Background: an optimization exercise with open tools, aiming at small area, a short achievable clock period and few clock cycles per item. Do not read the settings as production practice. Where RTL was checked, it was by simulation tests only, not by an equivalence proof against the original.

==> flow/design.v (excerpt) <==
module cordic_vec_top (
    input  logic clk,
    input  logic rst_n,
    input  logic in_valid,
    output logic in_ready,
    input  logic signed [15:0] x_start,
    input  logic signed [15:0] y_start,
    output logic out_valid,
    input  logic out_ready,
    output logic signed [15:0] mag,
    output logic signed [31:0] theta
);
clock: 9.0 ns
lec_check: 0
abc_clock_period_in_ps: 2000
cap_margin: 20
core_margin: 2
core_utilization: 40
cts_cluster_diameter: 80
cts_cluster_size: 20
setup_slack_margin: 5
slew_margin: 20
standard.sh (not shown) runs the stock make flow with config.mk's settings and CLKGATE_MAP_FILE= SYNTH_SCRIPT=/design/flow/synth_recipe.tcl, a recipe that flattens the netlist after the stock synthesis.
==> flow/flow/run.sh <==
#!/bin/bash
# Own flow: the standard synthesis and layout (standard.sh), but with the
# post-synthesis / post-CTS / post-route repair_timing aiming at a larger
# setup margin (the clock period and all constraints stay the design's).
set -euo pipefail
MARGIN=$(cat flow/margin.txt)
bash standard.sh synth > synth.log 2>&1
# same make command as standard.sh, with SETUP_SLACK_MARGIN raised
CMD=$(grep '^make ' standard.sh | sed -e 's/"\${@:-finish}"//' -e "s/SETUP_SLACK_MARGIN=[^ ]*//")
eval "$CMD SETUP_SLACK_MARGIN=$MARGIN finish" > layout.log 2>&1
RES=$(ls -d orfs/results/*/cordic_vec_top/base)
: # left out here: write the final layout as DEF
==> flow/flow/margin.txt <==
5.8
Rerun with:
--- a/flow/design.v
+++ b/flow/design.v
@@ -8,15 +8,16 @@
     output logic out_valid,
     input  logic out_ready,
     output logic signed [15:0] mag,
     output logic signed [31:0] theta
 );
     logic k_v, o_v, adv;
     assign adv = ~k_v;
-    assign in_ready = adv;
+    logic rdy_q;
+    assign in_ready = rdy_q;
     logic o_en;
     assign o_en = ~o_v | out_ready;
     logic [15:0] s0_x, s0_y;
     logic s0_v;
     logic [15:0] e_x, e_y;
     assign e_x = x_start;
     assign e_y = y_start;
@@ -3887,14 +3888,15 @@
             s10_v <= 1'b0;
             s11_v <= 1'b0;
             s12_v <= 1'b0;
             s13_v <= 1'b0;
             s14_v <= 1'b0;
             s15_v <= 1'b0;
             k_v <= 1'b0;
+            rdy_q <= 1'b1;
             o_v <= 1'b0;
         end else begin
             if (adv) begin
                 s0_v <= in_valid;
                 s1_v <= s0_v;
                 s2_v <= s1_v;
                 s3_v <= s2_v;
@@ -3908,14 +3910,15 @@
                 s11_v <= s10_v;
                 s12_v <= s11_v;
                 s13_v <= s12_v;
                 s14_v <= s13_v;
                 s15_v <= s14_v;
             end
             k_v <= ~o_en & (k_v | s15_v);
+            rdy_q <= o_en | ~(k_v | s15_v);
             if (o_en) o_v <= k_v | s15_v;
         end
     end
     logic [15:0] k_mag, o_mag;
     logic [31:0] k_theta, o_theta;
     always_ff @(posedge clk) if (adv) begin k_mag <= f_mag; k_theta <= f_theta; end
     always_ff @(posedge clk) if (o_en) begin
After rerunning:
- The new run ran to the end with no violations
- routed wire length shrinks by 2.6%
- clock skew falls by 7.7 ps
- final area is about the same
- synthesized area stays flat
- die area barely changes
- cell count came out higher by 0.32%
- fmax came out higher by 3.3%
Testbench counts after the change, summed over its fixed seeds: cycles 16,136, items 16,000.
The RTL of the first run of this note was laid out without a check of its function.

--- another note on this design; it stands on its own ---

P:
## cordic_vec_top
module cordic_vec_top (
    input  logic clk,
    input  logic rst_n,
    input  logic in_valid,
    output logic in_ready,
    input  logic signed [15:0] x_start,
    input  logic signed [15:0] y_start,
    output logic out_valid,
    input  logic out_ready,
    output logic signed [15:0] mag,
    output logic signed [31:0] theta
);
    logic i_v, o_v, adv;
    assign adv = ~o_v | out_ready;
    assign in_ready = ~i_v;
    logic [15:0] i_x, i_y;
    always_ff @(posedge clk) if (~i_v) begin i_x <= x_start; i_y <= y_start; end
    logic [15:0] s0_x, s0_y;
    logic s0_v;
    logic [15:0] e_x, e_y;
    assign e_x = i_v ? i_x : x_start;
    assign e_y = i_v ? i_y : y_start;
    logic e_xn, e_yn, e_xz, e_yz, e_sf;
    assign e_xn = e_x[15]; assign e_yn = e_y[15];
    assign e_xz = (e_x == 16'd0); assign e_yz = (e_y == 16'd0);
    assign e_sf = (~e_xn & ~e_xz & ~e_yn) | (e_xn & (e_yn | e_yz));
    logic s0_cyn, s0_cxn, s0_d0;
    logic [1:0] s0_q;
    always_ff @(posedge clk) if (adv) begin
        s0_x <= e_x; s0_y <= e_y;
        s0_cyn <= ~e_sf ^ e_yn; s0_cxn <= e_sf ^ e_xn;
        s0_d0 <= (~e_xn & ~e_xz & e_yn) | (e_xn & ~e_yn & ~e_yz);
        s0_q <= e_xz ? {e_yn, 1'b1} : (e_xn ? 2'b10 : 2'b00);
    end
    logic xneg, yneg, xz, yz, sflip, cyn, cxn;
    assign xneg = s0_x[15]; assign yneg = s0_y[15];
    assign cyn = s0_cyn;
    assign cxn = s0_cxn;
    wire pxc_1;
  ...
Size in the first run: about 3400 cells after synthesis, about 86 I/O pins.
==> flow/config.mk <==
export PLATFORM = sky130hd
export DESIGN_NAME = cordic_vec_top
export DESIGN_NICKNAME = cordic_vec_top
export VERILOG_FILES = /design/flow/design.v
export SDC_FILE = /design/flow/constraint.sdc
export NUM_CORES = 4
export LEC_CHECK = 0
export ABC_CLOCK_PERIOD_IN_PS = 2000
export CAP_MARGIN = 20
export CORE_MARGIN = 2
export CORE_UTILIZATION = 40
export CTS_CLUSTER_DIAMETER = 80
export CTS_CLUSTER_SIZE = 20
export SETUP_SLACK_MARGIN = 5
export SLEW_MARGIN = 20
==> flow/constraint.sdc <==
create_clock -name core_clock -period 9.0 [get_ports {clk}]
set_input_delay 1.8000 -clock core_clock [delete_from_list [all_inputs] [get_ports {clk}]]
set_output_delay 1.8000 -clock core_clock [all_outputs]
set_load 0.01 [all_outputs]
standard.sh (not shown) runs the stock make flow with config.mk's settings and CLKGATE_MAP_FILE= SYNTH_SCRIPT=/design/flow/synth_recipe.tcl, a recipe that flattens the netlist after the stock synthesis.
==> flow/flow/run.sh <==
#!/bin/bash
# Own flow: the standard synthesis and layout (standard.sh), but with the
# post-synthesis / post-CTS / post-route repair_timing aiming at a larger
# setup margin (the clock period and all constraints stay the design's).
set -euo pipefail
MARGIN=$(cat flow/margin.txt)
bash standard.sh synth > synth.log 2>&1
# same make command as standard.sh, with SETUP_SLACK_MARGIN raised
CMD=$(grep '^make ' standard.sh | sed -e 's/"\${@:-finish}"//' -e "s/SETUP_SLACK_MARGIN=[^ ]*//")
eval "$CMD SETUP_SLACK_MARGIN=$MARGIN finish" > layout.log 2>&1
RES=$(ls -d orfs/results/*/cordic_vec_top/base)
: # left out here: write the final layout as DEF
==> flow/flow/margin.txt <==
6.4
P: flow completed, timing, DRC and antenna clean
Testbench counts of P, summed over its fixed seeds: cycles 16,136, items 16,000.
Edits applied to the flow inputs when going from P to Q:
==> flow/flow/margin.txt <==
6
Results
Diff P -> Q: worst hold slack shrank by 3.4 ps; number of cells on the worst reg-to-reg path grew by 2; met1 layer usage reported by global route shrank by 1.4 points; filler cell count grew by 3.9%.
Q ends up with lower first-iteration DRC count than P does.
As of Q, half-perimeter wire length after detailed placement had risen slightly compared to P.

## afterwards: timing with drivers on the ports
Ports are ideal in the flow. The routed layouts listed here were re-timed in OpenROAD. Step 1 (the two cells are an assumption about what drives the block):
set clk [get_ports {clk}]
set_driving_cell -lib_cell sky130_fd_sc_hd__clkbuf_16 $clk
set_driving_cell -lib_cell sky130_fd_sc_hd__buf_2 [delete_from_list [all_inputs] $clk]
Step 2 also shifts input and output timing later by t, the mid clock arrival at the registers, as if the neighbouring blocks saw the same clock. Slacks: no drivers / after step 1 / after step 2; pairs: no drivers / after step 1.
run	shift t [ns]	setup slack, ns	worst register clock-pin slew, ns
the first run of note 1	0.679	5.772 / 5.707 / 5.349	0.09 / 0.09
the second run of note 1	0.705	5.874 / 5.805 / 5.387	0.09 / 0.09
P	0.711	5.855 / 5.794 / 5.600	0.09 / 0.09
Q	0.689	5.867 / 5.825 / 5.296	0.09 / 0.09
After both steps setup and hold are still met in every run listed. The setup slack of Q, which loses most, moves by -0.042 ns with the drivers and by -0.571 ns with both steps.
